Source: an optimization exercise on an open RTL-to-GDS flow (aim: small area and a short achievable clock period). Production flows keep margins and buffers that such runs may drop.
Function was checked by simulation only, so behaviour that the tests miss may differ from the original.
Power figures rest on the tool's default switching activity, not on a simulated workload.

==> flow/design.v <==
module PE (
    input  [7:0]  ifm_in,
    input  [7:0]  w_in,
    input         clk,
    input         rst_n,
    input         done,
    output [7:0]  ifm_pass,
    output [7:0]  w_pass,
    output [31:0] psum_out
);
    reg [7:0]  ifm_pass_r;
    reg [7:0]  w_pass_r;
    assign ifm_pass = ifm_pass_r;
    assign w_pass = w_pass_r;
    reg [15:0] lo_a;    
    reg [9:0] lo_b;    
    reg [0:0] cy;    
    reg [15:0] hi;
    wire [15:0] ra = {lo_a[15], lo_a[14], lo_a[13], lo_a[12], lo_a[11], lo_a[10], lo_a[9], lo_a[8], lo_a[7], lo_a[6], lo_a[5], lo_a[4], lo_a[3], lo_a[2], lo_a[1], lo_a[0]};
    wire [15:0] rb = {lo_b[9], 1'b0, 1'b0, lo_b[8], lo_b[7], lo_b[6], lo_b[5], lo_b[4], lo_b[3], lo_b[2], 1'b0, lo_b[1], lo_b[0], 1'b0, 1'b0, 1'b0};
    wire [15:0] lo0 = ra[15:0] + rb[15:0];
    wire [15:0] lo = {lo0};
    wire [15:0] hi_inc = hi + 16'd1;
    wire [15:0] p_hi = cy[0] ? hi_inc : hi;
    assign psum_out = {p_hi, lo};
    wire [15:0] acc = lo & {16{~done}};
    wire [15:0] acc_hi = p_hi & {16{~done}};
    wire pp0_0 = w_in[0] & ifm_in[0];
    wire pp0_1 = w_in[0] & ifm_in[1];
    wire pp0_2 = w_in[0] & ifm_in[2];
    wire pp0_3 = w_in[0] & ifm_in[3];
    wire pp0_4 = w_in[0] & ifm_in[4];
    wire pp0_5 = w_in[0] & ifm_in[5];
    wire pp0_6 = w_in[0] & ifm_in[6];
    wire pp0_7 = w_in[0] & ifm_in[7];
    wire pp1_0 = w_in[1] & ifm_in[0];
    wire pp1_1 = w_in[1] & ifm_in[1];
    wire pp1_2 = w_in[1] & ifm_in[2];
    wire pp1_3 = w_in[1] & ifm_in[3];
    wire pp1_4 = w_in[1] & ifm_in[4];
    wire pp1_5 = w_in[1] & ifm_in[5];
    wire pp1_6 = w_in[1] & ifm_in[6];
    wire pp1_7 = w_in[1] & ifm_in[7];
    wire pp2_0 = w_in[2] & ifm_in[0];
    wire pp2_1 = w_in[2] & ifm_in[1];
    wire pp2_2 = w_in[2] & ifm_in[2];
    wire pp2_3 = w_in[2] & ifm_in[3];
    wire pp2_4 = w_in[2] & ifm_in[4];
    wire pp2_5 = w_in[2] & ifm_in[5];
    wire pp2_6 = w_in[2] & ifm_in[6];
    wire pp2_7 = w_in[2] & ifm_in[7];
    wire pp3_0 = w_in[3] & ifm_in[0];
    wire pp3_1 = w_in[3] & ifm_in[1];
    wire pp3_2 = w_in[3] & ifm_in[2];
    wire pp3_3 = w_in[3] & ifm_in[3];
    wire pp3_4 = w_in[3] & ifm_in[4];
    wire pp3_5 = w_in[3] & ifm_in[5];
    wire pp3_6 = w_in[3] & ifm_in[6];
    wire pp3_7 = w_in[3] & ifm_in[7];
    wire pp4_0 = w_in[4] & ifm_in[0];
    wire pp4_1 = w_in[4] & ifm_in[1];
    wire pp4_2 = w_in[4] & ifm_in[2];
    wire pp4_3 = w_in[4] & ifm_in[3];
    wire pp4_4 = w_in[4] & ifm_in[4];
    wire pp4_5 = w_in[4] & ifm_in[5];
    wire pp4_6 = w_in[4] & ifm_in[6];
    wire pp4_7 = w_in[4] & ifm_in[7];
    wire pp5_0 = w_in[5] & ifm_in[0];
    wire pp5_1 = w_in[5] & ifm_in[1];
    wire pp5_2 = w_in[5] & ifm_in[2];
    wire pp5_3 = w_in[5] & ifm_in[3];
    wire pp5_4 = w_in[5] & ifm_in[4];
    wire pp5_5 = w_in[5] & ifm_in[5];
    wire pp5_6 = w_in[5] & ifm_in[6];
    wire pp5_7 = w_in[5] & ifm_in[7];
    wire pp6_0 = w_in[6] & ifm_in[0];
    wire pp6_1 = w_in[6] & ifm_in[1];
    wire pp6_2 = w_in[6] & ifm_in[2];
    wire pp6_3 = w_in[6] & ifm_in[3];
    wire pp6_4 = w_in[6] & ifm_in[4];
    wire pp6_5 = w_in[6] & ifm_in[5];
    wire pp6_6 = w_in[6] & ifm_in[6];
    wire pp6_7 = w_in[6] & ifm_in[7];
    wire pp7_0 = w_in[7] & ifm_in[0];
    wire pp7_1 = w_in[7] & ifm_in[1];
    wire pp7_2 = w_in[7] & ifm_in[2];
    wire pp7_3 = w_in[7] & ifm_in[3];
    wire pp7_4 = w_in[7] & ifm_in[4];
    wire pp7_5 = w_in[7] & ifm_in[5];
    wire pp7_6 = w_in[7] & ifm_in[6];
    wire pp7_7 = w_in[7] & ifm_in[7];
    wire hs0 = pp0_0 ^ acc[0];
    wire hc0 = pp0_0 & acc[0];
    wire ts0 = pp0_1 ^ pp1_0 ^ acc[1];
    wire tc0 = (pp0_1 & pp1_0) | (pp0_1 & acc[1]) | (pp1_0 & acc[1]);
    wire hs1 = hc0 ^ ts0;
    wire hc1 = hc0 & ts0;
    wire ts1 = pp0_2 ^ pp1_1 ^ pp2_0;
    wire tc1 = (pp0_2 & pp1_1) | (pp0_2 & pp2_0) | (pp1_1 & pp2_0);
    wire ts2 = ts1 ^ acc[2] ^ tc0;
    wire tc2 = (ts1 & acc[2]) | (ts1 & tc0) | (acc[2] & tc0);
    wire hs2 = hc1 ^ ts2;
    wire hc2 = hc1 & ts2;
    wire ts3 = pp0_3 ^ pp1_2 ^ pp2_1;
    wire tc3 = (pp0_3 & pp1_2) | (pp0_3 & pp2_1) | (pp1_2 & pp2_1);
    wire ts4 = pp3_0 ^ tc1 ^ ts3;
    wire tc4 = (pp3_0 & tc1) | (pp3_0 & ts3) | (tc1 & ts3);
    wire ts5 = ts4 ^ acc[3] ^ tc2;
    wire tc5 = (ts4 & acc[3]) | (ts4 & tc2) | (acc[3] & tc2);
    wire ts6 = pp0_4 ^ pp1_3 ^ pp2_2;
    wire tc6 = (pp0_4 & pp1_3) | (pp0_4 & pp2_2) | (pp1_3 & pp2_2);
    wire ts7 = pp3_1 ^ pp4_0 ^ tc3;
    wire tc7 = (pp3_1 & pp4_0) | (pp3_1 & tc3) | (pp4_0 & tc3);
    wire ts8 = ts6 ^ tc4 ^ ts7;
    wire tc8 = (ts6 & tc4) | (ts6 & ts7) | (tc4 & ts7);
    wire hs3 = acc[4] ^ ts8;
    wire hc3 = acc[4] & ts8;
    wire ts9 = pp0_5 ^ pp1_4 ^ pp2_3;
    wire tc9 = (pp0_5 & pp1_4) | (pp0_5 & pp2_3) | (pp1_4 & pp2_3);
    wire ts10 = pp3_2 ^ pp4_1 ^ pp5_0;
    wire tc10 = (pp3_2 & pp4_1) | (pp3_2 & pp5_0) | (pp4_1 & pp5_0);
    wire ts11 = tc6 ^ ts10 ^ ts9;
    wire tc11 = (tc6 & ts10) | (tc6 & ts9) | (ts10 & ts9);
    wire ts12 = tc7 ^ ts11 ^ acc[5];
    wire tc12 = (tc7 & ts11) | (tc7 & acc[5]) | (ts11 & acc[5]);
    wire ts13 = tc8 ^ ts12 ^ hc3;
    wire tc13 = (tc8 & ts12) | (tc8 & hc3) | (ts12 & hc3);
    wire ts14 = pp0_6 ^ pp1_5 ^ pp2_4;
    wire tc14 = (pp0_6 & pp1_5) | (pp0_6 & pp2_4) | (pp1_5 & pp2_4);
    wire ts15 = pp3_3 ^ pp4_2 ^ pp5_1;
    wire tc15 = (pp3_3 & pp4_2) | (pp3_3 & pp5_1) | (pp4_2 & pp5_1);
    wire ts16 = pp6_0 ^ tc10 ^ tc9;
    wire tc16 = (pp6_0 & tc10) | (pp6_0 & tc9) | (tc10 & tc9);
    wire ts17 = ts14 ^ ts15 ^ tc11;
    wire tc17 = (ts14 & ts15) | (ts14 & tc11) | (ts15 & tc11);
    wire ts18 = ts16 ^ acc[6] ^ ts17;
    wire tc18 = (ts16 & acc[6]) | (ts16 & ts17) | (acc[6] & ts17);
    wire hs4 = tc12 ^ ts18;
    wire hc4 = tc12 & ts18;
    wire ts19 = pp0_7 ^ pp1_6 ^ pp2_5;
    wire tc19 = (pp0_7 & pp1_6) | (pp0_7 & pp2_5) | (pp1_6 & pp2_5);
    wire ts20 = pp3_4 ^ pp4_3 ^ pp5_2;
    wire tc20 = (pp3_4 & pp4_3) | (pp3_4 & pp5_2) | (pp4_3 & pp5_2);
    wire ts21 = pp6_1 ^ pp7_0 ^ tc14;
    wire tc21 = (pp6_1 & pp7_0) | (pp6_1 & tc14) | (pp7_0 & tc14);
    wire ts22 = tc15 ^ ts19 ^ ts20;
    wire tc22 = (tc15 & ts19) | (tc15 & ts20) | (ts19 & ts20);
    wire ts23 = tc16 ^ ts21 ^ ts22;
    wire tc23 = (tc16 & ts21) | (tc16 & ts22) | (ts21 & ts22);
    wire ts24 = acc[7] ^ tc17 ^ ts23;
    wire tc24 = (acc[7] & tc17) | (acc[7] & ts23) | (tc17 & ts23);
    wire hs5 = tc18 ^ ts24;
    wire hc5 = tc18 & ts24;
    wire ts25 = pp1_7 ^ pp2_6 ^ pp3_5;
    wire tc25 = (pp1_7 & pp2_6) | (pp1_7 & pp3_5) | (pp2_6 & pp3_5);
    wire ts26 = pp4_4 ^ pp5_3 ^ pp6_2;
    wire tc26 = (pp4_4 & pp5_3) | (pp4_4 & pp6_2) | (pp5_3 & pp6_2);
    wire ts27 = pp7_1 ^ tc19 ^ tc20;
    wire tc27 = (pp7_1 & tc19) | (pp7_1 & tc20) | (tc19 & tc20);
    wire ts28 = ts25 ^ ts26 ^ tc21;
    wire tc28 = (ts25 & ts26) | (ts25 & tc21) | (ts26 & tc21);
    wire ts29 = tc22 ^ ts27 ^ acc[8];
    wire tc29 = (tc22 & ts27) | (tc22 & acc[8]) | (ts27 & acc[8]);
    wire ts30 = ts28 ^ tc23 ^ ts29;
    wire tc30 = (ts28 & tc23) | (ts28 & ts29) | (tc23 & ts29);
    wire hs6 = tc24 ^ ts30;
    wire hc6 = tc24 & ts30;
    wire ts31 = pp2_7 ^ pp3_6 ^ pp4_5;
    wire tc31 = (pp2_7 & pp3_6) | (pp2_7 & pp4_5) | (pp3_6 & pp4_5);
    wire ts32 = pp5_4 ^ pp6_3 ^ pp7_2;
    wire tc32 = (pp5_4 & pp6_3) | (pp5_4 & pp7_2) | (pp6_3 & pp7_2);
    wire ts33 = tc25 ^ tc26 ^ ts31;
    wire tc33 = (tc25 & tc26) | (tc25 & ts31) | (tc26 & ts31);
    wire ts34 = ts32 ^ tc27 ^ ts33;
    wire tc34 = (ts32 & tc27) | (ts32 & ts33) | (tc27 & ts33);
    wire ts35 = acc[9] ^ tc28 ^ ts34;
    wire tc35 = (acc[9] & tc28) | (acc[9] & ts34) | (tc28 & ts34);
    wire ts36 = tc29 ^ ts35 ^ tc30;
    wire tc36 = (tc29 & ts35) | (tc29 & tc30) | (ts35 & tc30);
    wire ts37 = pp3_7 ^ pp4_6 ^ pp5_5;
    wire tc37 = (pp3_7 & pp4_6) | (pp3_7 & pp5_5) | (pp4_6 & pp5_5);
    wire ts38 = pp6_4 ^ pp7_3 ^ tc31;
    wire tc38 = (pp6_4 & pp7_3) | (pp6_4 & tc31) | (pp7_3 & tc31);
    wire ts39 = tc32 ^ ts37 ^ tc33;
    wire tc39 = (tc32 & ts37) | (tc32 & tc33) | (ts37 & tc33);
    wire ts40 = ts38 ^ acc[10] ^ tc34;
    wire tc40 = (ts38 & acc[10]) | (ts38 & tc34) | (acc[10] & tc34);
    wire ts41 = ts39 ^ tc35 ^ ts40;
    wire tc41 = (ts39 & tc35) | (ts39 & ts40) | (tc35 & ts40);
    wire ts42 = pp4_7 ^ pp5_6 ^ pp6_5;
    wire tc42 = (pp4_7 & pp5_6) | (pp4_7 & pp6_5) | (pp5_6 & pp6_5);
    wire ts43 = pp7_4 ^ tc37 ^ ts42;
    wire tc43 = (pp7_4 & tc37) | (pp7_4 & ts42) | (tc37 & ts42);
    wire ts44 = tc38 ^ ts43 ^ acc[11];
    wire tc44 = (tc38 & ts43) | (tc38 & acc[11]) | (ts43 & acc[11]);
    wire ts45 = tc39 ^ ts44 ^ tc40;
    wire tc45 = (tc39 & ts44) | (tc39 & tc40) | (ts44 & tc40);
    wire ts46 = pp5_7 ^ pp6_6 ^ pp7_5;
    wire tc46 = (pp5_7 & pp6_6) | (pp5_7 & pp7_5) | (pp6_6 & pp7_5);
    wire ts47 = tc42 ^ ts46 ^ tc43;
    wire tc47 = (tc42 & ts46) | (tc42 & tc43) | (ts46 & tc43);
    wire ts48 = acc[12] ^ ts47 ^ tc44;
    wire tc48 = (acc[12] & ts47) | (acc[12] & tc44) | (ts47 & tc44);
    wire ts49 = pp6_7 ^ pp7_6 ^ tc46;
    wire tc49 = (pp6_7 & pp7_6) | (pp6_7 & tc46) | (pp7_6 & tc46);
    wire ts50 = ts49 ^ acc[13] ^ tc47;
    wire tc50 = (ts49 & acc[13]) | (ts49 & tc47) | (acc[13] & tc47);
    wire hs7 = ts50 ^ tc48;
    wire hc7 = ts50 & tc48;
    wire ts51 = pp7_7 ^ tc49 ^ acc[14];
    wire tc51 = (pp7_7 & tc49) | (pp7_7 & acc[14]) | (tc49 & acc[14]);
    wire hs8 = ts51 ^ tc50;
    wire hc8 = ts51 & tc50;
    wire hs9 = hs8 ^ hc7;
    wire hc9 = hs8 & hc7;
    wire ts52 = acc[15] ^ tc51 ^ hc8;
    wire tc52 = (acc[15] & tc51) | (acc[15] & hc8) | (tc51 & hc8);
    wire [15:0] ta = {hc9, hs9, hs7, ts48, tc41, ts41, hc6, hc5, hc4, tc13, ts13, hs3, hc2, hs2, hs1, hs0};
    wire [15:0] tb = {ts52, 1'b0, 1'b0, tc45, ts45, tc36, ts36, hs6, hs5, hs4, 1'b0, tc5, ts5, 1'b0, 1'b0, 1'b0};
    wire [16:0] tsum16 = {1'b0, ta[15:0]} + {1'b0, tb[15:0]};
    always @(posedge clk or negedge rst_n) begin
        if (!rst_n) begin
            ifm_pass_r <= 8'd0;
            w_pass_r <= 8'd0;
            lo_a <= 0;
            lo_b <= 0;
            cy <= 0;
            hi <= 16'd0;
        end else begin
            ifm_pass_r <= ifm_in;
            w_pass_r <= w_in;
            lo_a <= {hc9, hs9, hs7, ts48, tc41, ts41, hc6, hc5, hc4, tc13, ts13, hs3, hc2, hs2, hs1, hs0};
            lo_b <= {ts52, tc45, ts45, tc36, ts36, hs6, hs5, hs4, tc5, ts5};
            cy <= {(tsum16[16] | tc52)};
            hi <= acc_hi;
        end
    end
endmodule
module PE_Array #(
    parameter DATA_WIDTH = 8,
    parameter ARRAY_SIZE = 4,
    parameter DIAG_NUM = 2 * ARRAY_SIZE - 1,
    parameter SUM_WIDTH = 32
)(
    input [ARRAY_SIZE*DATA_WIDTH-1:0] ifm_in,
    input [ARRAY_SIZE*DATA_WIDTH-1:0] w_in,
    input clk,
    input rst_n,
    input [DIAG_NUM-1:0] done,
    output [ARRAY_SIZE*DATA_WIDTH-1:0] ifm_pass,
    output [ARRAY_SIZE*DATA_WIDTH-1:0] w_pass,
    output [ARRAY_SIZE*ARRAY_SIZE*SUM_WIDTH-1:0] psum_out
);
    wire [DATA_WIDTH-1:0] ifm_wire [0:ARRAY_SIZE-1][0:ARRAY_SIZE];
    wire [DATA_WIDTH-1:0] w_wire [0:ARRAY_SIZE][0:ARRAY_SIZE-1];
    generate
        for(genvar i=0; i<ARRAY_SIZE; i=i+1) begin : input_connections
            assign ifm_wire[i][0] = ifm_in[DATA_WIDTH*i +: DATA_WIDTH];
            assign w_wire[0][i] = w_in[DATA_WIDTH*i +: DATA_WIDTH];
        end
    endgenerate
    generate
        for(genvar i=0; i<ARRAY_SIZE; i=i+1) begin : output_connections
            assign ifm_pass[DATA_WIDTH*i +: DATA_WIDTH] = ifm_wire[i][ARRAY_SIZE];
            assign w_pass[DATA_WIDTH*i +: DATA_WIDTH] = w_wire[ARRAY_SIZE][i];
        end
    endgenerate
    generate
        for(genvar i=0;i<ARRAY_SIZE;i=i+1) begin : row_gen
            for(genvar j=0;j<ARRAY_SIZE;j=j+1) begin : col_gen
                PE Processing_Element(
                .ifm_in(ifm_wire[i][j]),
                .w_in(w_wire[i][j]),
                .clk(clk),
                .rst_n(rst_n),
                .done(done[i+j]),
                .ifm_pass(ifm_wire[i][j+1]),
                .w_pass(w_wire[i+1][j]),
                .psum_out(psum_out[SUM_WIDTH*(i*ARRAY_SIZE+j) +: SUM_WIDTH])
                );
            end
        end
    endgenerate
endmodule
==> flow/flow/run.sh <==
#!/bin/bash
# Own layout flow: the standard synthesis unchanged, then the standard
# ORFS layout with two changes: the port buffers are the smallest plain
# buffer (buffer_ports would otherwise pick the 10 um2 clkdlybuf4s50_1 delay
# cell), and clock tree synthesis uses larger sink clusters and no dummy loads.
set -euo pipefail
bash standard.sh synth > synth.log 2>&1
bash standard.sh "BUFFER_PORTS_ARGS=-buffer_cell sky130_fd_sc_hd__buf_1" \
  "CTS_ARGS=-sink_clustering_enable -repair_clock_nets -sink_clustering_size 30 -sink_clustering_max_diameter 80 -buf_list {sky130_fd_sc_hd__clkbuf_8 sky130_fd_sc_hd__clkbuf_16} -dont_use_dummy_load" \
  finish > layout.log 2>&1
==> flow/standard.sh <==
#!/bin/bash
# synth_recipe.tcl (not shown) runs the flow's synth.tcl, then flattens the netlist and writes it again
# the make line also repeats each setting of config.mk as NAME=value (left out here)
make -C /OpenROAD-flow-scripts/flow DESIGN_CONFIG=/design/flow/config.mk WORK_HOME=/design/flow/orfs CLKGATE_MAP_FILE= SYNTH_SCRIPT=/design/flow/synth_recipe.tcl "${@:-finish}"
==> flow/config.mk <==
export PLATFORM = sky130hd
export DESIGN_NAME = PE_Array
export DESIGN_NICKNAME = PE_Array
export VERILOG_FILES = /design/flow/design.v
export SDC_FILE = /design/flow/constraint.sdc
export NUM_CORES = 4
export LEC_CHECK = 0
export CAP_MARGIN = 20
export CORE_MARGIN = 2
export CORE_UTILIZATION = 40
export CTS_BUF_LIST = sky130_fd_sc_hd__clkbuf_4 sky130_fd_sc_hd__clkbuf_8
export SETUP_SLACK_MARGIN = 0.2
export SLEW_MARGIN = 20
==> flow/constraint.sdc <==
create_clock -name core_clock -period 7.0 [get_ports {clk}]
set_input_delay 1.4000 -clock core_clock [delete_from_list [all_inputs] [get_ports {clk}]]
set_output_delay 1.4000 -clock core_clock [all_outputs]
set_load 0.01 [all_outputs]
==> flow_summary.rst, run 1 <==
.. list-table::
   :header-rows: 1

   * - Metric
     - Value
   * - Reg2Reg Setup Slack
     - between 1.5 and 2 ns
   * - Overall overflow remaining after global route
     - 0
   * - RePlAce Congestion
     - about 0.87
   * - Most frequent cells in the layout
     - sky130_fd_sc_hd__dfrtp_1, sky130_fd_sc_hd__fa_1, sky130_fd_sc_hd__inv_1
   * - Worst reg2reg path startpoint
     - row_gen[1].col_gen[2].Processing_Element.lo_b[0]$_DFF_PN0_
   * - Worst-path fanout max
     - 3
   * - Synth Register Bits
     - 944
   * - Result of the run
     - finished clean
   * - Final setup skew
     - 0.07902 ns
   * - Total number of yosys warnings
     - 2
   * - Global-route met3 utilization
     - under 10%
   * - Most instantiated library cell after synthesis
     - sky130_fd_sc_hd__dfrtp_1
   * - Leakage power
     - 0.03657 uW
   * - Vias post-DR
     - 44.88k
   * - End point of the critical path
     - row_gen[1].col_gen[2].Processing_Element.cy$_DFF_PN0_
   * - Worst supply voltage drop on vdd
     - approximately 220 uV
   * - Count of clock tree sinks
     - 944
   * - Number of instances on the worst hold path
     - 0
   * - Antenna diodes
     - 1
   * - Post-Synth Adder-Cell Area
     - between 30% and 40%
   * - Half-perimeter wire length after detailed placement
     - 138.6 mm
   * - Net load switching power
     - 13,000 uW
   * - Switching power as a share of total power
     - 45.68%
   * - Combinational cell fraction of total power
     - 60.0%
   * - Maximum number of pins on one net before global-route repair
     - about 160
   * - Combinational logic power
     - 17,100 uW
   * - Most common cell after layout, fill and taps aside
     - sky130_fd_sc_hd__dfrtp_1
   * - Setup Viol. Count Final
     - 0
   * - Total number of H-tree levels
     - 3
   * - CTS clock-pin slew for the worst setup and hold paths
     - 0.08 ns
   * - Area of the core region
     - about 170,000 um2
==> inputs of run 2 (changes only) <==
==> flow/flow/run.sh (replaced) <==
#!/bin/bash
# Own layout flow:
#  1. the standard synthesis, unchanged;
#  2. flow/polarity.py removes inverters from the synthesised netlist by
#     flipping full adders (self-dual) and swapping gates for their
#     complementary twins; registers and ports are untouched;
#  3. the standard ORFS layout, with the port buffers made from the smallest
#     plain buffer (buffer_ports would otherwise pick the 10 um2
#     clkdlybuf4s50_1 delay cell) and clock tree synthesis with larger sink
#     clusters and no dummy loads.
set -euo pipefail
bash standard.sh synth > synth.log 2>&1
R=orfs/results/sky130hd/PE_Array/base
cp $R/1_2_yosys.v $R/1_2_yosys_standard.v
python3 flow/polarity.py $R/1_2_yosys_standard.v $R/1_2_yosys.v > polarity.log 2>&1
rm -f $R/1_synth.odb $R/1_synth.sdc
bash standard.sh "BUFFER_PORTS_ARGS=-buffer_cell sky130_fd_sc_hd__buf_1" \
  "CTS_ARGS=-sink_clustering_enable -repair_clock_nets -sink_clustering_size 30 -sink_clustering_max_diameter 80 -buf_list {sky130_fd_sc_hd__clkbuf_8 sky130_fd_sc_hd__clkbuf_16} -dont_use_dummy_load" \
  finish > layout.log 2>&1
==> flow/flow/polarity.py (new file) <==
#!/usr/bin/env python3
"""Remove inverters from a flat Yosys netlist by choosing output polarities.

Usage: polarity.py IN.v OUT.v

A full adder is self-dual: complementing its three inputs complements its sum
and carry.  So each full adder may be "flipped" (same cell, inputs and
outputs read complemented), and each and2/nand2 (or2/nor2, xor2/xnor2) may be
swapped for its complement.  Given the inverters of the netlist, this picks
the flips that need the fewest inverters (by area) with a local search, then
rewrites the netlist: every driver feeds its loads directly or through one
new inverter.  Registers, ports and every other cell are left as they are;
a driver whose inverter chain reaches a port keeps its chain untouched.
"""
import re, sys, os, json, math, collections, random

src = open(sys.argv[1]).read()
mod_start = src.index("module ")
first = re.search(r"^\s*sky130_fd_sc_hd__\w+\s+\S+\s*\(", src, re.M)
header = src[:first.start()]
end = src.rindex("endmodule")
body = src[first.start():end]

inst = []
for m in re.finditer(r"^\s*(sky130_fd_sc_hd__\w+)\s+(\S+)\s*\((.*?)\);", body, re.S | re.M):
    pins = [(p, n.strip()) for p, n in re.findall(r"\.(\w+)\(([^()]*)\)", m.group(3))]
    inst.append([m.group(1), m.group(2), pins])

ports = set()
for m in re.finditer(r"^\s*(input|output)\s+(\[[^\]]*\]\s*)?(\S+);", header, re.M):
    ports.add(m.group(3))
def is_port(net):
    return re.sub(r"\s*\[\d+\]$", "", net) in ports

OUTP = {"X", "Y", "Q", "Q_N", "SUM", "COUT", "HI", "LO"}
drv = {}
loads = collections.defaultdict(list)
for i, (c, nm, pins) in enumerate(inst):
    for p, n in pins:
        if p in OUTP:
            drv[n] = (i, p)
        else:
            loads[n].append((i, p))

def isinv(i):
    return re.match(r"sky130_fd_sc_hd__(inv|clkinv)_\d+$", inst[i][0]) is not None
def isfa(i):
    return re.match(r"sky130_fd_sc_hd__fa_\d+$", inst[i][0]) is not None
# complementary cell pairs (same inputs, complemented output): cell -> [twin, out pin, twin's out pin, area change]
SWAP = json.load(open(os.path.join(os.path.dirname(os.path.abspath(__file__)), "swap.json")))
INV = 3.7536

# roots: nets driven by a non-inverter cell, or input ports feeding cells
roots = {}
for n, (i, p) in drv.items():
    if not isinv(i):
        roots[n] = (i, p)
for n in loads:
    if n not in drv:
        roots[n] = (None, None)      # input port or constant

sinks = {}        # root net -> [(inst, pin, parity)]
chain_to_port = set()
used_inv = set()
def walk(net, par, out, invs):
    if is_port(net) and par is not None and net not in roots:
        out.append(("PORT", net, par))
    for (j, p) in loads.get(net, []):
        if isinv(j):
            invs.append(j)
            ynet = dict(inst[j][2])["Y"]
            walk(ynet, par ^ 1, out, invs)
        else:
            out.append((j, p, par))
for n in roots:
    out, invs = [], []
    walk(n, 0, out, invs)
    if any(s[0] == "PORT" for s in out) or is_port(n):
        chain_to_port.add(n)
        continue
    sinks[n] = out
    used_inv.update(invs)

fixed_cells = set()
for n in chain_to_port:
    i, p = roots[n]
    if i is not None:
        fixed_cells.add(i)
cand = [i for i in range(len(inst))
        if i not in fixed_cells and (isfa(i) or inst[i][0] in SWAP)]
flip = collections.defaultdict(int)

def fin(j):
    """inversion a flipped cell applies to its inputs (full adders only)"""
    return flip[j] if (j != "PORT" and isfa(j)) else 0

def root_cost(n):
    i, p = roots[n]
    fd = flip[i] if i is not None else 0
    return INV if any((par ^ fd ^ fin(j)) for j, q, par in sinks[n]) else 0.0
def cell_cost(i):
    return SWAP[inst[i][0]][3] if (flip[i] and inst[i][0] in SWAP) else 0.0

touch = collections.defaultdict(set)
for n, lst in sinks.items():
    i, p = roots[n]
    if i is not None:
        touch[i].add(n)
    for j, q, par in lst:
        touch[j].add(n)

before = sum(root_cost(n) for n in sinks)
random.seed(1)
for rnd in range(20):
    changed = False
    order = cand[:]
    random.shuffle(order)
    for i in order:
        b = sum(root_cost(n) for n in touch[i]) + cell_cost(i)
        flip[i] ^= 1
        a = sum(root_cost(n) for n in touch[i]) + cell_cost(i)
        if a < b - 1e-9:
            changed = True
        else:
            flip[i] ^= 1
    if not changed:
        break
cur = sum(root_cost(n) for n in sinks) + sum(cell_cost(i) for i in cand)
best, best_flip = cur, dict(flip)
steps = int(os.environ.get("POL_STEPS", "400000"))
for k in range(steps):
    T = 3.0 * (0.01 / 3.0) ** (k / steps)
    i = cand[random.randrange(len(cand))]
    b = sum(root_cost(n) for n in touch[i]) + cell_cost(i)
    flip[i] ^= 1
    a = sum(root_cost(n) for n in touch[i]) + cell_cost(i)
    d = a - b
    if d <= 0 or random.random() < math.exp(-d / T):
        cur += d
        if cur < best - 1e-9:
            best, best_flip = cur, dict(flip)
    else:
        flip[i] ^= 1
flip = collections.defaultdict(int, best_flip)
after = sum(root_cost(n) for n in sinks) + sum(cell_cost(i) for i in cand)
ninv_before = len(used_inv)

# rewrite
drop = set(used_inv)
newwires = []
conn = {}          # (inst, pin) -> net
ninv_after = 0
newinst = []
for n, lst in sinks.items():
    i, p = roots[n]
    fd = flip[i] if i is not None else 0
    inv_net = None
    for j, q, par in lst:
        need = par ^ fd ^ fin(j)
        if need:
            if inv_net is None:
                inv_net = f"_pol{len(newwires)}_"
                newwires.append(inv_net)
                newinst.append(["sky130_fd_sc_hd__inv_1", f"_polinv{len(newwires)}_",
                                [("A", n), ("Y", inv_net)]])
                ninv_after += 1
            conn[(j, q)] = inv_net
        else:
            conn[(j, q)] = n

def fmt(n):
    return n + " " if n.startswith("\\") else n

out = [header]
for w in newwires:
    out.append(f"  wire {w};\n")
for i, (c, nm, pins) in enumerate(inst):
    if i in drop:
        continue
    if flip[i] and c in SWAP:
        nc, po, pn, _ = SWAP[c]
        pins = [(pn if p == po else p, n) for p, n in pins]
        c = nc
    pins = [(p, conn.get((i, p), n)) for p, n in pins]
    out.append(f"  {c} {nm} (\n" + ",\n".join(f"    .{p}({fmt(n)})" for p, n in pins) + "\n  );\n")
for c, nm, pins in newinst:
    out.append(f"  {c} {nm} (\n" + ",\n".join(f"    .{p}({fmt(n)})" for p, n in pins) + "\n  );\n")
out.append(src[end:])
open(sys.argv[2], "w").write("".join(out))
nfl = sum(1 for i in cand if flip[i])
print(f"polarity: inverters {ninv_before} -> {ninv_after}, flipped {nfl} of {len(cand)} cells, "
      f"model cost {before:.1f} -> {after:.1f} um2")
==> flow/flow/swap.json (new file) <==
{
"sky130_fd_sc_hd__a2111o_1": [
"sky130_fd_sc_hd__a2111oi_1",
"X",
"Y",
-1.2512
],
"sky130_fd_sc_hd__a2111o_2": [
"sky130_fd_sc_hd__a2111oi_2",
"X",
"Y",
2.5024
],
"sky130_fd_sc_hd__a2111o_4": [
"sky130_fd_sc_hd__a2111oi_4",
"X",
"Y",
6.256
],
"sky130_fd_sc_hd__a2111oi_0": [
"sky130_fd_sc_hd__a2111o_1",
"Y",
"X",
2.5024
],
"sky130_fd_sc_hd__a2111oi_1": [
"sky130_fd_sc_hd__a2111o_1",
"Y",
"X",
1.2512
],
"sky130_fd_sc_hd__a2111oi_2": [
"sky130_fd_sc_hd__a2111o_2",
"Y",
"X",
-2.5024
],
"sky130_fd_sc_hd__a2111oi_4": [
"sky130_fd_sc_hd__a2111o_4",
"Y",
"X",
-6.256
],
"sky130_fd_sc_hd__a211o_1": [
"sky130_fd_sc_hd__a211oi_1",
"X",
"Y",
-1.2512
],
"sky130_fd_sc_hd__a211o_2": [
"sky130_fd_sc_hd__a211oi_2",
"X",
"Y",
2.5024
],
"sky130_fd_sc_hd__a211o_4": [
"sky130_fd_sc_hd__a211oi_4",
"X",
"Y",
2.5024
],
"sky130_fd_sc_hd__a211oi_1": [
"sky130_fd_sc_hd__a211o_1",
"Y",
"X",
1.2512
],
"sky130_fd_sc_hd__a211oi_2": [
"sky130_fd_sc_hd__a211o_2",
"Y",
"X",
-2.5024
],
"sky130_fd_sc_hd__a211oi_4": [
"sky130_fd_sc_hd__a211o_4",
"Y",
"X",
-2.5024
],
"sky130_fd_sc_hd__a21bo_1": [
"sky130_fd_sc_hd__a21boi_1",
"X",
"Y",
-2.5024
],
"sky130_fd_sc_hd__a21bo_2": [
"sky130_fd_sc_hd__a21boi_2",
"X",
"Y",
1.2512
],
"sky130_fd_sc_hd__a21bo_4": [
"sky130_fd_sc_hd__a21boi_4",
"X",
"Y",
2.5024
],
"sky130_fd_sc_hd__a21boi_0": [
"sky130_fd_sc_hd__a21bo_1",
"Y",
"X",
2.5024
],
"sky130_fd_sc_hd__a21boi_1": [
"sky130_fd_sc_hd__a21bo_1",
"Y",
"X",
2.5024
],
"sky130_fd_sc_hd__a21boi_2": [
"sky130_fd_sc_hd__a21bo_2",
"Y",
"X",
-1.2512
],
"sky130_fd_sc_hd__a21boi_4": [
"sky130_fd_sc_hd__a21bo_4",
"Y",
"X",
-2.5024
],
"sky130_fd_sc_hd__a21o_1": [
"sky130_fd_sc_hd__a21oi_1",
"X",
"Y",
-2.5024
],
"sky130_fd_sc_hd__a21o_2": [
"sky130_fd_sc_hd__a21oi_2",
"X",
"Y",
0.0
],
"sky130_fd_sc_hd__a21o_4": [
"sky130_fd_sc_hd__a21oi_4",
"X",
"Y",
1.2512
],
"sky130_fd_sc_hd__a21oi_1": [
"sky130_fd_sc_hd__a21o_1",
"Y",
"X",
2.5024
],
"sky130_fd_sc_hd__a21oi_2": [
"sky130_fd_sc_hd__a21o_2",
"Y",
"X",
0.0
],
"sky130_fd_sc_hd__a21oi_4": [
"sky130_fd_sc_hd__a21o_4",
"Y",
"X",
-1.2512
],
"sky130_fd_sc_hd__a221o_1": [
"sky130_fd_sc_hd__a221oi_1",
"X",
"Y",
-1.2512
],
"sky130_fd_sc_hd__a221o_2": [
"sky130_fd_sc_hd__a221oi_2",
"X",
"Y",
3.7536
],
"sky130_fd_sc_hd__a221o_4": [
"sky130_fd_sc_hd__a221oi_4",
"X",
"Y",
5.0048
],
"sky130_fd_sc_hd__a221oi_1": [
"sky130_fd_sc_hd__a221o_1",
"Y",
"X",
1.2512
],
"sky130_fd_sc_hd__a221oi_2": [
"sky130_fd_sc_hd__a221o_2",
"Y",
"X",
-3.7536
],
"sky130_fd_sc_hd__a221oi_4": [
"sky130_fd_sc_hd__a221o_4",
"Y",
"X",
-5.0048
],
"sky130_fd_sc_hd__a22o_1": [
"sky130_fd_sc_hd__a22oi_1",
"X",
"Y",
-1.2512
],
"sky130_fd_sc_hd__a22o_2": [
"sky130_fd_sc_hd__a22oi_2",
"X",
"Y",
2.5024
],
"sky130_fd_sc_hd__a22o_4": [
"sky130_fd_sc_hd__a22oi_4",
"X",
"Y",
3.7536
],
"sky130_fd_sc_hd__a22oi_1": [
"sky130_fd_sc_hd__a22o_1",
"Y",
"X",
1.2512
],
"sky130_fd_sc_hd__a22oi_2": [
"sky130_fd_sc_hd__a22o_2",
"Y",
"X",
-2.5024
],
"sky130_fd_sc_hd__a22oi_4": [
"sky130_fd_sc_hd__a22o_4",
"Y",
"X",
-3.7536
],
"sky130_fd_sc_hd__a2bb2o_1": [
"sky130_fd_sc_hd__a2bb2oi_1",
"X",
"Y",
-1.2512
],
"sky130_fd_sc_hd__a2bb2o_2": [
"sky130_fd_sc_hd__a2bb2oi_2",
"X",
"Y",
3.7536
],
"sky130_fd_sc_hd__a2bb2o_4": [
"sky130_fd_sc_hd__a2bb2oi_4",
"X",
"Y",
6.256
],
"sky130_fd_sc_hd__a2bb2oi_1": [
"sky130_fd_sc_hd__a2bb2o_1",
"Y",
"X",
1.2512
],
"sky130_fd_sc_hd__a2bb2oi_2": [
"sky130_fd_sc_hd__a2bb2o_2",
"Y",
"X",
-3.7536
],
"sky130_fd_sc_hd__a2bb2oi_4": [
"sky130_fd_sc_hd__a2bb2o_4",
"Y",
"X",
-6.256
],
"sky130_fd_sc_hd__a311o_1": [
"sky130_fd_sc_hd__a311oi_1",
"X",
"Y",
-1.2512
],
"sky130_fd_sc_hd__a311o_2": [
"sky130_fd_sc_hd__a311oi_2",
"X",
"Y",
3.7536
],
"sky130_fd_sc_hd__a311o_4": [
"sky130_fd_sc_hd__a311oi_4",
"X",
"Y",
6.256
],
"sky130_fd_sc_hd__a311oi_1": [
"sky130_fd_sc_hd__a311o_1",
"Y",
"X",
1.2512
],
"sky130_fd_sc_hd__a311oi_2": [
"sky130_fd_sc_hd__a311o_2",
"Y",
"X",
-3.7536
],
"sky130_fd_sc_hd__a311oi_4": [
"sky130_fd_sc_hd__a311o_4",
"Y",
"X",
-6.256
],
"sky130_fd_sc_hd__a31o_1": [
"sky130_fd_sc_hd__a31oi_1",
"X",
"Y",
-2.5024
],
"sky130_fd_sc_hd__a31o_2": [
"sky130_fd_sc_hd__a31oi_2",
"X",
"Y",
3.7536
],
"sky130_fd_sc_hd__a31o_4": [
"sky130_fd_sc_hd__a31oi_4",
"X",
"Y",
3.7536
],
"sky130_fd_sc_hd__a31oi_1": [
"sky130_fd_sc_hd__a31o_1",
"Y",
"X",
2.5024
],
"sky130_fd_sc_hd__a31oi_2": [
"sky130_fd_sc_hd__a31o_2",
"Y",
"X",
-3.7536
],
"sky130_fd_sc_hd__a31oi_4": [
"sky130_fd_sc_hd__a31o_4",
"Y",
"X",
-3.7536
],
"sky130_fd_sc_hd__a32o_1": [
"sky130_fd_sc_hd__a32oi_1",
"X",
"Y",
-1.2512
],
"sky130_fd_sc_hd__a32o_2": [
"sky130_fd_sc_hd__a32oi_2",
"X",
"Y",
5.0048
],
"sky130_fd_sc_hd__a32o_4": [
"sky130_fd_sc_hd__a32oi_4",
"X",
"Y",
6.256
],
"sky130_fd_sc_hd__a32oi_1": [
"sky130_fd_sc_hd__a32o_1",
"Y",
"X",
1.2512
],
"sky130_fd_sc_hd__a32oi_2": [
"sky130_fd_sc_hd__a32o_2",
"Y",
"X",
-5.0048
],
"sky130_fd_sc_hd__a32oi_4": [
"sky130_fd_sc_hd__a32o_4",
"Y",
"X",
-6.256
],
"sky130_fd_sc_hd__a41o_1": [
"sky130_fd_sc_hd__a41oi_1",
"X",
"Y",
-1.2512
],
"sky130_fd_sc_hd__a41o_2": [
"sky130_fd_sc_hd__a41oi_2",
"X",
"Y",
5.0048
],
"sky130_fd_sc_hd__a41o_4": [
"sky130_fd_sc_hd__a41oi_4",
"X",
"Y",
6.256
],
"sky130_fd_sc_hd__a41oi_1": [
"sky130_fd_sc_hd__a41o_1",
"Y",
"X",
1.2512
],
"sky130_fd_sc_hd__a41oi_2": [
"sky130_fd_sc_hd__a41o_2",
"Y",
"X",
-5.0048
],
"sky130_fd_sc_hd__a41oi_4": [
"sky130_fd_sc_hd__a41o_4",
"Y",
"X",
-6.256
],
"sky130_fd_sc_hd__and2_0": [
"sky130_fd_sc_hd__nand2_1",
"X",
"Y",
-2.5024
],
"sky130_fd_sc_hd__and2_1": [
"sky130_fd_sc_hd__nand2_1",
"X",
"Y",
-2.5024
],
"sky130_fd_sc_hd__and2_2": [
"sky130_fd_sc_hd__nand2_2",
"X",
"Y",
-1.2512
],
"sky130_fd_sc_hd__and2_4": [
"sky130_fd_sc_hd__nand2_4",
"X",
"Y",
2.5024
],
"sky130_fd_sc_hd__and2b_1": [
"sky130_fd_sc_hd__nand2b_1",
"X",
"Y",
-1.2512
],
"sky130_fd_sc_hd__and2b_2": [
"sky130_fd_sc_hd__nand2b_2",
"X",
"Y",
0.0
],
"sky130_fd_sc_hd__and2b_4": [
"sky130_fd_sc_hd__nand2b_4",
"X",
"Y",
3.7536
],
"sky130_fd_sc_hd__and3_1": [
"sky130_fd_sc_hd__nand3_1",
"X",
"Y",
-1.2512
],
"sky130_fd_sc_hd__and3_2": [
"sky130_fd_sc_hd__nand3_2",
"X",
"Y",
2.5024
],
"sky130_fd_sc_hd__and3_4": [
"sky130_fd_sc_hd__nand3_4",
"X",
"Y",
6.256
],
"sky130_fd_sc_hd__and3b_1": [
"sky130_fd_sc_hd__nand3b_1",
"X",
"Y",
-1.2512
],
"sky130_fd_sc_hd__and3b_2": [
"sky130_fd_sc_hd__nand3b_2",
"X",
"Y",
1.2512
],
"sky130_fd_sc_hd__and3b_4": [
"sky130_fd_sc_hd__nand3b_4",
"X",
"Y",
7.5072
],
"sky130_fd_sc_hd__and4_1": [
"sky130_fd_sc_hd__nand4_1",
"X",
"Y",
-2.5024
],
"sky130_fd_sc_hd__and4_2": [
"sky130_fd_sc_hd__nand4_2",
"X",
"Y",
2.5024
],
"sky130_fd_sc_hd__and4_4": [
"sky130_fd_sc_hd__nand4_4",
"X",
"Y",
10.0096
],
"sky130_fd_sc_hd__and4b_1": [
"sky130_fd_sc_hd__nand4b_1",
"X",
"Y",
-1.2512
],
"sky130_fd_sc_hd__and4b_2": [
"sky130_fd_sc_hd__nand4b_2",
"X",
"Y",
3.7536
],
"sky130_fd_sc_hd__and4b_4": [
"sky130_fd_sc_hd__nand4b_4",
"X",
"Y",
10.0096
],
"sky130_fd_sc_hd__and4bb_1": [
"sky130_fd_sc_hd__nand4bb_1",
"X",
"Y",
-1.2512
],
"sky130_fd_sc_hd__and4bb_2": [
"sky130_fd_sc_hd__nand4bb_2",
"X",
"Y",
3.7536
],
"sky130_fd_sc_hd__and4bb_4": [
"sky130_fd_sc_hd__nand4bb_4",
"X",
"Y",
11.2608
],
"sky130_fd_sc_hd__ebufn_1": [
"sky130_fd_sc_hd__einvn_1",
"Z",
"Z",
-3.7536
],
"sky130_fd_sc_hd__ebufn_2": [
"sky130_fd_sc_hd__einvn_2",
"Z",
"Z",
-2.5024
],
"sky130_fd_sc_hd__ebufn_4": [
"sky130_fd_sc_hd__einvn_4",
"Z",
"Z",
-2.5024
],
"sky130_fd_sc_hd__ebufn_8": [
"sky130_fd_sc_hd__einvn_8",
"Z",
"Z",
-3.7536
],
"sky130_fd_sc_hd__einvn_0": [
"sky130_fd_sc_hd__ebufn_1",
"Z",
"Z",
5.0048
],
"sky130_fd_sc_hd__einvn_1": [
"sky130_fd_sc_hd__ebufn_1",
"Z",
"Z",
3.7536
],
"sky130_fd_sc_hd__einvn_2": [
"sky130_fd_sc_hd__ebufn_2",
"Z",
"Z",
2.5024
],
"sky130_fd_sc_hd__einvn_4": [
"sky130_fd_sc_hd__ebufn_4",
"Z",
"Z",
2.5024
],
"sky130_fd_sc_hd__einvn_8": [
"sky130_fd_sc_hd__ebufn_8",
"Z",
"Z",
3.7536
],
"sky130_fd_sc_hd__mux2_1": [
"sky130_fd_sc_hd__mux2i_1",
"X",
"Y",
-1.2512
],
"sky130_fd_sc_hd__mux2_2": [
"sky130_fd_sc_hd__mux2i_2",
"X",
"Y",
2.5024
],
"sky130_fd_sc_hd__mux2_4": [
"sky130_fd_sc_hd__mux2i_4",
"X",
"Y",
7.5072
],
"sky130_fd_sc_hd__mux2_8": [
"sky130_fd_sc_hd__mux2i_1",
"X",
"Y",
-16.2656
],
"sky130_fd_sc_hd__mux2i_1": [
"sky130_fd_sc_hd__mux2_1",
"Y",
"X",
1.2512
],
"sky130_fd_sc_hd__mux2i_2": [
"sky130_fd_sc_hd__mux2_2",
"Y",
"X",
-2.5024
],
"sky130_fd_sc_hd__mux2i_4": [
"sky130_fd_sc_hd__mux2_4",
"Y",
"X",
-7.5072
],
"sky130_fd_sc_hd__nand2_1": [
"sky130_fd_sc_hd__and2_1",
"Y",
"X",
2.5024
],
"sky130_fd_sc_hd__nand2_2": [
"sky130_fd_sc_hd__and2_2",
"Y",
"X",
1.2512
],
"sky130_fd_sc_hd__nand2_4": [
"sky130_fd_sc_hd__and2_4",
"Y",
"X",
-2.5024
],
"sky130_fd_sc_hd__nand2_8": [
"sky130_fd_sc_hd__and2_0",
"Y",
"X",
-13.7632
],
"sky130_fd_sc_hd__nand2b_1": [
"sky130_fd_sc_hd__and2b_1",
"Y",
"X",
1.2512
],
"sky130_fd_sc_hd__nand2b_2": [
"sky130_fd_sc_hd__and2b_2",
"Y",
"X",
0.0
],
"sky130_fd_sc_hd__nand2b_4": [
"sky130_fd_sc_hd__and2b_4",
"Y",
"X",
-3.7536
],
"sky130_fd_sc_hd__nand3_1": [
"sky130_fd_sc_hd__and3_1",
"Y",
"X",
1.2512
],
"sky130_fd_sc_hd__nand3_2": [
"sky130_fd_sc_hd__and3_2",
"Y",
"X",
-2.5024
],
"sky130_fd_sc_hd__nand3_4": [
"sky130_fd_sc_hd__and3_4",
"Y",
"X",
-6.256
],
"sky130_fd_sc_hd__nand3b_1": [
"sky130_fd_sc_hd__and3b_1",
"Y",
"X",
1.2512
],
"sky130_fd_sc_hd__nand3b_2": [
"sky130_fd_sc_hd__and3b_2",
"Y",
"X",
-1.2512
],
"sky130_fd_sc_hd__nand3b_4": [
"sky130_fd_sc_hd__and3b_4",
"Y",
"X",
-7.5072
],
"sky130_fd_sc_hd__nand4_1": [
"sky130_fd_sc_hd__and4_1",
"Y",
"X",
2.5024
],
"sky130_fd_sc_hd__nand4_2": [
"sky130_fd_sc_hd__and4_2",
"Y",
"X",
-2.5024
],
"sky130_fd_sc_hd__nand4_4": [
"sky130_fd_sc_hd__and4_4",
"Y",
"X",
-10.0096
],
"sky130_fd_sc_hd__nand4b_1": [
"sky130_fd_sc_hd__and4b_1",
"Y",
"X",
1.2512
],
"sky130_fd_sc_hd__nand4b_2": [
"sky130_fd_sc_hd__and4b_2",
"Y",
"X",
-3.7536
],
"sky130_fd_sc_hd__nand4b_4": [
"sky130_fd_sc_hd__and4b_4",
"Y",
"X",
-10.0096
],
"sky130_fd_sc_hd__nand4bb_1": [
"sky130_fd_sc_hd__and4bb_1",
"Y",
"X",
1.2512
],
"sky130_fd_sc_hd__nand4bb_2": [
"sky130_fd_sc_hd__and4bb_2",
"Y",
"X",
-3.7536
],
"sky130_fd_sc_hd__nand4bb_4": [
"sky130_fd_sc_hd__and4bb_4",
"Y",
"X",
-11.2608
],
"sky130_fd_sc_hd__nor2_1": [
"sky130_fd_sc_hd__or2_1",
"Y",
"X",
2.5024
],
"sky130_fd_sc_hd__nor2_2": [
"sky130_fd_sc_hd__or2_2",
"Y",
"X",
0.0
],
"sky130_fd_sc_hd__nor2_4": [
"sky130_fd_sc_hd__or2_4",
"Y",
"X",
-2.5024
],
"sky130_fd_sc_hd__nor2_8": [
"sky130_fd_sc_hd__or2_0",
"Y",
"X",
-13.7632
],
"sky130_fd_sc_hd__nor2b_1": [
"sky130_fd_sc_hd__or2b_1",
"Y",
"X",
1.2512
],
"sky130_fd_sc_hd__nor2b_2": [
"sky130_fd_sc_hd__or2b_2",
"Y",
"X",
0.0
],
"sky130_fd_sc_hd__nor2b_4": [
"sky130_fd_sc_hd__or2b_4",
"Y",
"X",
-2.5024
],
"sky130_fd_sc_hd__nor3_1": [
"sky130_fd_sc_hd__or3_1",
"Y",
"X",
1.2512
],
"sky130_fd_sc_hd__nor3_2": [
"sky130_fd_sc_hd__or3_2",
"Y",
"X",
-2.5024
],
"sky130_fd_sc_hd__nor3_4": [
"sky130_fd_sc_hd__or3_4",
"Y",
"X",
-5.0048
],
"sky130_fd_sc_hd__nor3b_1": [
"sky130_fd_sc_hd__or3b_1",
"Y",
"X",
1.2512
],
"sky130_fd_sc_hd__nor3b_2": [
"sky130_fd_sc_hd__or3b_2",
"Y",
"X",
-3.7536
],
"sky130_fd_sc_hd__nor3b_4": [
"sky130_fd_sc_hd__or3b_4",
"Y",
"X",
-7.5072
],
"sky130_fd_sc_hd__nor4_1": [
"sky130_fd_sc_hd__or4_1",
"Y",
"X",
1.2512
],
"sky130_fd_sc_hd__nor4_2": [
"sky130_fd_sc_hd__or4_2",
"Y",
"X",
-3.7536
],
"sky130_fd_sc_hd__nor4_4": [
"sky130_fd_sc_hd__or4_4",
"Y",
"X",
-10.0096
],
"sky130_fd_sc_hd__nor4b_1": [
"sky130_fd_sc_hd__or4b_1",
"Y",
"X",
1.2512
],
"sky130_fd_sc_hd__nor4b_2": [
"sky130_fd_sc_hd__or4b_2",
"Y",
"X",
-5.0048
],
"sky130_fd_sc_hd__nor4b_4": [
"sky130_fd_sc_hd__or4b_4",
"Y",
"X",
-10.0096
],
"sky130_fd_sc_hd__nor4bb_1": [
"sky130_fd_sc_hd__or4bb_1",
"Y",
"X",
1.2512
],
"sky130_fd_sc_hd__nor4bb_2": [
"sky130_fd_sc_hd__or4bb_2",
"Y",
"X",
-3.7536
],
"sky130_fd_sc_hd__nor4bb_4": [
"sky130_fd_sc_hd__or4bb_4",
"Y",
"X",
-10.0096
],
"sky130_fd_sc_hd__o2111a_1": [
"sky130_fd_sc_hd__o2111ai_1",
"X",
"Y",
-2.5024
],
"sky130_fd_sc_hd__o2111a_2": [
"sky130_fd_sc_hd__o2111ai_2",
"X",
"Y",
2.5024
],
"sky130_fd_sc_hd__o2111a_4": [
"sky130_fd_sc_hd__o2111ai_4",
"X",
"Y",
6.256
],
"sky130_fd_sc_hd__o2111ai_1": [
"sky130_fd_sc_hd__o2111a_1",
"Y",
"X",
2.5024
],
"sky130_fd_sc_hd__o2111ai_2": [
"sky130_fd_sc_hd__o2111a_2",
"Y",
"X",
-2.5024
],
"sky130_fd_sc_hd__o2111ai_4": [
"sky130_fd_sc_hd__o2111a_4",
"Y",
"X",
-6.256
],
"sky130_fd_sc_hd__o211a_1": [
"sky130_fd_sc_hd__o211ai_1",
"X",
"Y",
-2.5024
],
"sky130_fd_sc_hd__o211a_2": [
"sky130_fd_sc_hd__o211ai_2",
"X",
"Y",
2.5024
],
"sky130_fd_sc_hd__o211a_4": [
"sky130_fd_sc_hd__o211ai_4",
"X",
"Y",
3.7536
],
"sky130_fd_sc_hd__o211ai_1": [
"sky130_fd_sc_hd__o211a_1",
"Y",
"X",
2.5024
],
"sky130_fd_sc_hd__o211ai_2": [
"sky130_fd_sc_hd__o211a_2",
"Y",
"X",
-2.5024
],
"sky130_fd_sc_hd__o211ai_4": [
"sky130_fd_sc_hd__o211a_4",
"Y",
"X",
-3.7536
],
"sky130_fd_sc_hd__o21a_1": [
"sky130_fd_sc_hd__o21ai_1",
"X",
"Y",
-2.5024
],
"sky130_fd_sc_hd__o21a_2": [
"sky130_fd_sc_hd__o21ai_2",
"X",
"Y",
0.0
],
"sky130_fd_sc_hd__o21a_4": [
"sky130_fd_sc_hd__o21ai_4",
"X",
"Y",
1.2512
],
"sky130_fd_sc_hd__o21ai_0": [
"sky130_fd_sc_hd__o21a_1",
"Y",
"X",
2.5024
],
"sky130_fd_sc_hd__o21ai_1": [
"sky130_fd_sc_hd__o21a_1",
"Y",
"X",
2.5024
],
"sky130_fd_sc_hd__o21ai_2": [
"sky130_fd_sc_hd__o21a_2",
"Y",
"X",
0.0
],
"sky130_fd_sc_hd__o21ai_4": [
"sky130_fd_sc_hd__o21a_4",
"Y",
"X",
-1.2512
],
"sky130_fd_sc_hd__o21ba_1": [
"sky130_fd_sc_hd__o21bai_1",
"X",
"Y",
-2.5024
],
"sky130_fd_sc_hd__o21ba_2": [
"sky130_fd_sc_hd__o21bai_2",
"X",
"Y",
1.2512
],
"sky130_fd_sc_hd__o21ba_4": [
"sky130_fd_sc_hd__o21bai_4",
"X",
"Y",
2.5024
],
"sky130_fd_sc_hd__o21bai_1": [
"sky130_fd_sc_hd__o21ba_1",
"Y",
"X",
2.5024
],
"sky130_fd_sc_hd__o21bai_2": [
"sky130_fd_sc_hd__o21ba_2",
"Y",
"X",
-1.2512
],
"sky130_fd_sc_hd__o21bai_4": [
"sky130_fd_sc_hd__o21ba_4",
"Y",
"X",
-2.5024
],
"sky130_fd_sc_hd__o221a_1": [
"sky130_fd_sc_hd__o221ai_1",
"X",
"Y",
-2.5024
],
"sky130_fd_sc_hd__o221a_2": [
"sky130_fd_sc_hd__o221ai_2",
"X",
"Y",
3.7536
],
"sky130_fd_sc_hd__o221a_4": [
"sky130_fd_sc_hd__o221ai_4",
"X",
"Y",
6.256
],
"sky130_fd_sc_hd__o221ai_1": [
"sky130_fd_sc_hd__o221a_1",
"Y",
"X",
2.5024
],
"sky130_fd_sc_hd__o221ai_2": [
"sky130_fd_sc_hd__o221a_2",
"Y",
"X",
-3.7536
],
"sky130_fd_sc_hd__o221ai_4": [
"sky130_fd_sc_hd__o221a_4",
"Y",
"X",
-6.256
],
"sky130_fd_sc_hd__o22a_1": [
"sky130_fd_sc_hd__o22ai_1",
"X",
"Y",
-2.5024
],
"sky130_fd_sc_hd__o22a_2": [
"sky130_fd_sc_hd__o22ai_2",
"X",
"Y",
2.5024
],
"sky130_fd_sc_hd__o22a_4": [
"sky130_fd_sc_hd__o22ai_4",
"X",
"Y",
2.5024
],
"sky130_fd_sc_hd__o22ai_1": [
"sky130_fd_sc_hd__o22a_1",
"Y",
"X",
2.5024
],
"sky130_fd_sc_hd__o22ai_2": [
"sky130_fd_sc_hd__o22a_2",
"Y",
"X",
-2.5024
],
"sky130_fd_sc_hd__o22ai_4": [
"sky130_fd_sc_hd__o22a_4",
"Y",
"X",
-2.5024
],
"sky130_fd_sc_hd__o2bb2a_1": [
"sky130_fd_sc_hd__o2bb2ai_1",
"X",
"Y",
-1.2512
],
"sky130_fd_sc_hd__o2bb2a_2": [
"sky130_fd_sc_hd__o2bb2ai_2",
"X",
"Y",
3.7536
],
"sky130_fd_sc_hd__o2bb2a_4": [
"sky130_fd_sc_hd__o2bb2ai_4",
"X",
"Y",
7.5072
],
"sky130_fd_sc_hd__o2bb2ai_1": [
"sky130_fd_sc_hd__o2bb2a_1",
"Y",
"X",
1.2512
],
"sky130_fd_sc_hd__o2bb2ai_2": [
"sky130_fd_sc_hd__o2bb2a_2",
"Y",
"X",
-3.7536
],
"sky130_fd_sc_hd__o2bb2ai_4": [
"sky130_fd_sc_hd__o2bb2a_4",
"Y",
"X",
-7.5072
],
"sky130_fd_sc_hd__o311a_1": [
"sky130_fd_sc_hd__o311ai_1",
"X",
"Y",
-1.2512
],
"sky130_fd_sc_hd__o311a_2": [
"sky130_fd_sc_hd__o311ai_2",
"X",
"Y",
5.0048
],
"sky130_fd_sc_hd__o311a_4": [
"sky130_fd_sc_hd__o311ai_4",
"X",
"Y",
5.0048
],
"sky130_fd_sc_hd__o311ai_0": [
"sky130_fd_sc_hd__o311a_1",
"Y",
"X",
1.2512
],
"sky130_fd_sc_hd__o311ai_1": [
"sky130_fd_sc_hd__o311a_1",
"Y",
"X",
1.2512
],
"sky130_fd_sc_hd__o311ai_2": [
"sky130_fd_sc_hd__o311a_2",
"Y",
"X",
-5.0048
],
"sky130_fd_sc_hd__o311ai_4": [
"sky130_fd_sc_hd__o311a_4",
"Y",
"X",
-5.0048
],
"sky130_fd_sc_hd__o31a_1": [
"sky130_fd_sc_hd__o31ai_1",
"X",
"Y",
-1.2512
],
"sky130_fd_sc_hd__o31a_2": [
"sky130_fd_sc_hd__o31ai_2",
"X",
"Y",
2.5024
],
"sky130_fd_sc_hd__o31a_4": [
"sky130_fd_sc_hd__o31ai_4",
"X",
"Y",
3.7536
],
"sky130_fd_sc_hd__o31ai_1": [
"sky130_fd_sc_hd__o31a_1",
"Y",
"X",
1.2512
],
"sky130_fd_sc_hd__o31ai_2": [
"sky130_fd_sc_hd__o31a_2",
"Y",
"X",
-2.5024
],
"sky130_fd_sc_hd__o31ai_4": [
"sky130_fd_sc_hd__o31a_4",
"Y",
"X",
-3.7536
],
"sky130_fd_sc_hd__o32a_1": [
"sky130_fd_sc_hd__o32ai_1",
"X",
"Y",
-1.2512
],
"sky130_fd_sc_hd__o32a_2": [
"sky130_fd_sc_hd__o32ai_2",
"X",
"Y",
5.0048
],
"sky130_fd_sc_hd__o32a_4": [
"sky130_fd_sc_hd__o32ai_4",
"X",
"Y",
5.0048
],
"sky130_fd_sc_hd__o32ai_1": [
"sky130_fd_sc_hd__o32a_1",
"Y",
"X",
1.2512
],
"sky130_fd_sc_hd__o32ai_2": [
"sky130_fd_sc_hd__o32a_2",
"Y",
"X",
-5.0048
],
"sky130_fd_sc_hd__o32ai_4": [
"sky130_fd_sc_hd__o32a_4",
"Y",
"X",
-5.0048
],
"sky130_fd_sc_hd__o41a_1": [
"sky130_fd_sc_hd__o41ai_1",
"X",
"Y",
-2.5024
],
"sky130_fd_sc_hd__o41a_2": [
"sky130_fd_sc_hd__o41ai_2",
"X",
"Y",
3.7536
],
"sky130_fd_sc_hd__o41a_4": [
"sky130_fd_sc_hd__o41ai_4",
"X",
"Y",
6.256
],
"sky130_fd_sc_hd__o41ai_1": [
"sky130_fd_sc_hd__o41a_1",
"Y",
"X",
2.5024
],
"sky130_fd_sc_hd__o41ai_2": [
"sky130_fd_sc_hd__o41a_2",
"Y",
"X",
-3.7536
],
"sky130_fd_sc_hd__o41ai_4": [
"sky130_fd_sc_hd__o41a_4",
"Y",
"X",
-6.256
],
"sky130_fd_sc_hd__or2_0": [
"sky130_fd_sc_hd__nor2_1",
"X",
"Y",
-2.5024
],
"sky130_fd_sc_hd__or2_1": [
"sky130_fd_sc_hd__nor2_1",
"X",
"Y",
-2.5024
],
"sky130_fd_sc_hd__or2_2": [
"sky130_fd_sc_hd__nor2_2",
"X",
"Y",
0.0
],
"sky130_fd_sc_hd__or2_4": [
"sky130_fd_sc_hd__nor2_4",
"X",
"Y",
2.5024
],
"sky130_fd_sc_hd__or2b_1": [
"sky130_fd_sc_hd__nor2b_1",
"X",
"Y",
-1.2512
],
"sky130_fd_sc_hd__or2b_2": [
"sky130_fd_sc_hd__nor2b_2",
"X",
"Y",
0.0
],
"sky130_fd_sc_hd__or2b_4": [
"sky130_fd_sc_hd__nor2b_4",
"X",
"Y",
2.5024
],
"sky130_fd_sc_hd__or3_1": [
"sky130_fd_sc_hd__nor3_1",
"X",
"Y",
-1.2512
],
"sky130_fd_sc_hd__or3_2": [
"sky130_fd_sc_hd__nor3_2",
"X",
"Y",
2.5024
],
"sky130_fd_sc_hd__or3_4": [
"sky130_fd_sc_hd__nor3_4",
"X",
"Y",
5.0048
],
"sky130_fd_sc_hd__or3b_1": [
"sky130_fd_sc_hd__nor3b_1",
"X",
"Y",
-1.2512
],
"sky130_fd_sc_hd__or3b_2": [
"sky130_fd_sc_hd__nor3b_2",
"X",
"Y",
3.7536
],
"sky130_fd_sc_hd__or3b_4": [
"sky130_fd_sc_hd__nor3b_4",
"X",
"Y",
7.5072
],
"sky130_fd_sc_hd__or4_1": [
"sky130_fd_sc_hd__nor4_1",
"X",
"Y",
-1.2512
],
"sky130_fd_sc_hd__or4_2": [
"sky130_fd_sc_hd__nor4_2",
"X",
"Y",
3.7536
],
"sky130_fd_sc_hd__or4_4": [
"sky130_fd_sc_hd__nor4_4",
"X",
"Y",
10.0096
],
"sky130_fd_sc_hd__or4b_1": [
"sky130_fd_sc_hd__nor4b_1",
"X",
"Y",
-1.2512
],
"sky130_fd_sc_hd__or4b_2": [
"sky130_fd_sc_hd__nor4b_2",
"X",
"Y",
5.0048
],
"sky130_fd_sc_hd__or4b_4": [
"sky130_fd_sc_hd__nor4b_4",
"X",
"Y",
10.0096
],
"sky130_fd_sc_hd__or4bb_1": [
"sky130_fd_sc_hd__nor4bb_1",
"X",
"Y",
-1.2512
],
"sky130_fd_sc_hd__or4bb_2": [
"sky130_fd_sc_hd__nor4bb_2",
"X",
"Y",
3.7536
],
"sky130_fd_sc_hd__or4bb_4": [
"sky130_fd_sc_hd__nor4bb_4",
"X",
"Y",
10.0096
],
"sky130_fd_sc_hd__xnor2_1": [
"sky130_fd_sc_hd__xor2_1",
"Y",
"X",
0.0
],
"sky130_fd_sc_hd__xnor2_2": [
"sky130_fd_sc_hd__xor2_2",
"Y",
"X",
0.0
],
"sky130_fd_sc_hd__xnor2_4": [
"sky130_fd_sc_hd__xor2_4",
"Y",
"X",
0.0
],
"sky130_fd_sc_hd__xnor3_1": [
"sky130_fd_sc_hd__xor3_1",
"X",
"X",
1.2512
],
"sky130_fd_sc_hd__xnor3_2": [
"sky130_fd_sc_hd__xor3_2",
"X",
"X",
1.2512
],
"sky130_fd_sc_hd__xnor3_4": [
"sky130_fd_sc_hd__xor3_4",
"X",
"X",
1.2512
],
"sky130_fd_sc_hd__xor2_1": [
"sky130_fd_sc_hd__xnor2_1",
"X",
"Y",
0.0
],
"sky130_fd_sc_hd__xor2_2": [
"sky130_fd_sc_hd__xnor2_2",
"X",
"Y",
0.0
],
"sky130_fd_sc_hd__xor2_4": [
"sky130_fd_sc_hd__xnor2_4",
"X",
"Y",
0.0
],
"sky130_fd_sc_hd__xor3_1": [
"sky130_fd_sc_hd__xnor3_1",
"X",
"X",
-1.2512
],
"sky130_fd_sc_hd__xor3_2": [
"sky130_fd_sc_hd__xnor3_2",
"X",
"X",
-1.2512
],
"sky130_fd_sc_hd__xor3_4": [
"sky130_fd_sc_hd__xnor3_4",
"X",
"X",
-1.2512
]
}
==> run 2 against run 1 <==
Net effect: still clean; via count fell by 4.1%; combinational power barely moved; cell count decreased by 7.1%; power is 0.55% lower; hold slack better by 0.030 ns; non-clock buffer count up 6; synthesized area decreased by 3.1%; core utilization shrank 0.073 points; clock-buffer cell count is 1 lower; die area is 3.1% lower; critical path type is now primary input to flip-flop; critical endpoint is now row_gen[0].col_gen[2].Processing_Element.cy$_DFF_PN0_.
==> flow_summary.rst, run 2 <==
.. list-table::
   :header-rows: 1

   * - Metric
     - Value
   * - Net count after synthesis
     - 7,091 (was 7,639)
   * - Net load switching power
     - 12,750 uW (was 13,000 uW)
   * - Total number of H-tree levels
     - 3 (unchanged)
   * - Setup Viol. Count Final
     - 0 (unchanged)
   * - Maximum number of pins on one net before global-route repair
     - 162 (unchanged)
   * - Area of the die
     - 170,900 um2 (was 176,400 um2)
   * - Endpoint class of the critical path
     - flip-flop (unchanged)
   * - CTS clock-pin slew for the worst setup and hold paths
     - 0.09 ns (was 0.08 ns)
   * - Internal portion of total power
     - 15,550 uW (was 15,460 uW)
   * - Initial antenna violation count
     - 4 (was 2)
   * - RePlAce Congestion
     - 0.8632 (was 0.8714)
   * - Half-perimeter wire length after detailed placement
     - 137.1 mm (was 138.6 mm)
   * - Critical path startpoint category
     - primary input (was flip-flop)
   * - Total number of yosys warnings
     - 2 (unchanged)
   * - Max stage delay on crit path
     - 0.58 ns (was 0.50 ns)
   * - Most common cell after layout, fill and taps aside
     - sky130_fd_sc_hd__dfrtp_1 (unchanged)
   * - Global-route met3 utilization
     - 5.138% (was 3.747%)
   * - Most frequent cells in the layout
     - sky130_fd_sc_hd__dfrtp_1, sky130_fd_sc_hd__fa_1, sky130_fd_sc_hd__and2_1 (was sky130_fd_sc_hd__dfrtp_1, sky130_fd_sc_hd__fa_1, sky130_fd_sc_hd__inv_1)
   * - Vias post-DR
     - 43.04k (was 44.88k)
   * - Overall overflow remaining after global route
     - 0 (unchanged)
   * - Area of the core region
     - 166,800 um2 (was 171,700 um2)
   * - Worst-case clock buffer depth
     - 3 (unchanged)
   * - Final setup skew
     - 0.06950 ns (was 0.07902 ns)
   * - Leakage power
     - 0.03446 uW (was 0.03657 uW)
   * - Worst-path fanout max
     - 9 (was 3)
   * - Worst supply voltage drop on vdd
     - 339.6 uV (was 215.4 uV)
   * - Switching power as a share of total power
     - 45.06% (was 45.68%)
   * - Netlist area before placement
     - 67,050 um2 (was 69,220 um2)
   * - Shortest period the worst path allows
     - 4.976 ns (was 5.027 ns)
   * - Result of the run
     - finished clean (unchanged)
   * - Combinational cell fraction of total power
     - 59.8% (was 60.0%)
   * - Count of clock tree sinks
     - 944 (unchanged)
   * - Antenna diodes
     - 0 (was 1)
   * - Wire length of the first global-routing pass
     - 271.7 mm (was 278.6 mm)
run 2: final cells by class:
type                            instances  area share, %
Multi-Input combinational cell       4359          56.52
Sequential cell                       944          31.95
Tap cell                             2204          3.730
Timing Repair Buffer                  678          3.703
Clock buffer                           78          2.640
Inverter                              286          1.452
run 2: worst paths after layout:
kind                                                                       startpoint  slack, ns  cells past startpoint                                                    endpoint
setup reg to reg           row_gen[1].col_gen[2].Processing_Element.lo_b[0]$_DFF_PN0_       2.08                     15       row_gen[1].col_gen[2].Processing_Element.cy$_DFF_PN0_
hold / removal                                                              flip-flop       0.53                      0                                                   flip-flop
setup / recovery                                                             w_in[20]       2.02                     13       row_gen[0].col_gen[2].Processing_Element.cy$_DFF_PN0_
min in group asynchronous                                                       rst_n       0.81                      1  row_gen[3].col_gen[3].Processing_Element.lo_b[2]$_DFF_PN0_
hold reg to reg                                                             flip-flop       0.53                      0                                                   flip-flop
max in group asynchronous                                                       rst_n       4.49                      3   row_gen[2].col_gen[1].Processing_Element.hi[13]$_DFF_PN0_
run 2: power groups by stage:
stage	clock (uW)	sequential, uW	combinational, uW
after global routing	4300	7570	19400
after CTS	4110	7450	17200
after floorplan	0	7280	11600
after detailed placement	0	7540	17100
after global placement	0	7520	16700
final	3930	7440	16900
run 2: critical path: cells and delay by family:
family / cells / cell delay [ns]
and+or+nand+nor: 1 / 0.14
adders and majority gates: 6 / 2.95
AOI/OAI and AO/OA: 4 / 0.67
buffers and inverters: 2 / 0.37
run 2: per-stage QoR:
step	util, %	worst slack [ns]	area [um2]
finish	44.31	2.024	73930
global route	44.31	1.736	73930
CTS	44.31	2.033	73930
detailed placement	43.14	1.324	71980
global placement	43.14	1.372	71980
floorplan	-	1.905	67050
run 2: metal layers:
layer,wire length [um],share of wire (%),vias up
met4,5697,3.3,4
met1,71820,42,22302
met3,10960,6.4,219
met2,82390,48,902
li1,-,-,19616
met5,25,0.015,-

==> what the ideal ports hide <==
The results above use ideal ports. As a check the final layouts listed here were re-extracted and re-timed, cells and wires unchanged. Step 1 assumes that a clkbuf_16 drives the clock port and a buf_2 every other input. Step 2, shift: input delay + t, output delay - t, t = (earliest + latest rising clock arrival at the registers) / 2. This alone moves slack from input paths to output paths. Slacks: no drivers / after step 1 / after step 2; pairs: no drivers / after step 1.
run	t (ns)	setup slack, ns
run 1	0.777	1.973 / 1.973 / 1.245
run 2	0.750	2.024 / 2.080 / 1.331
After both steps every run listed still meets setup and hold.
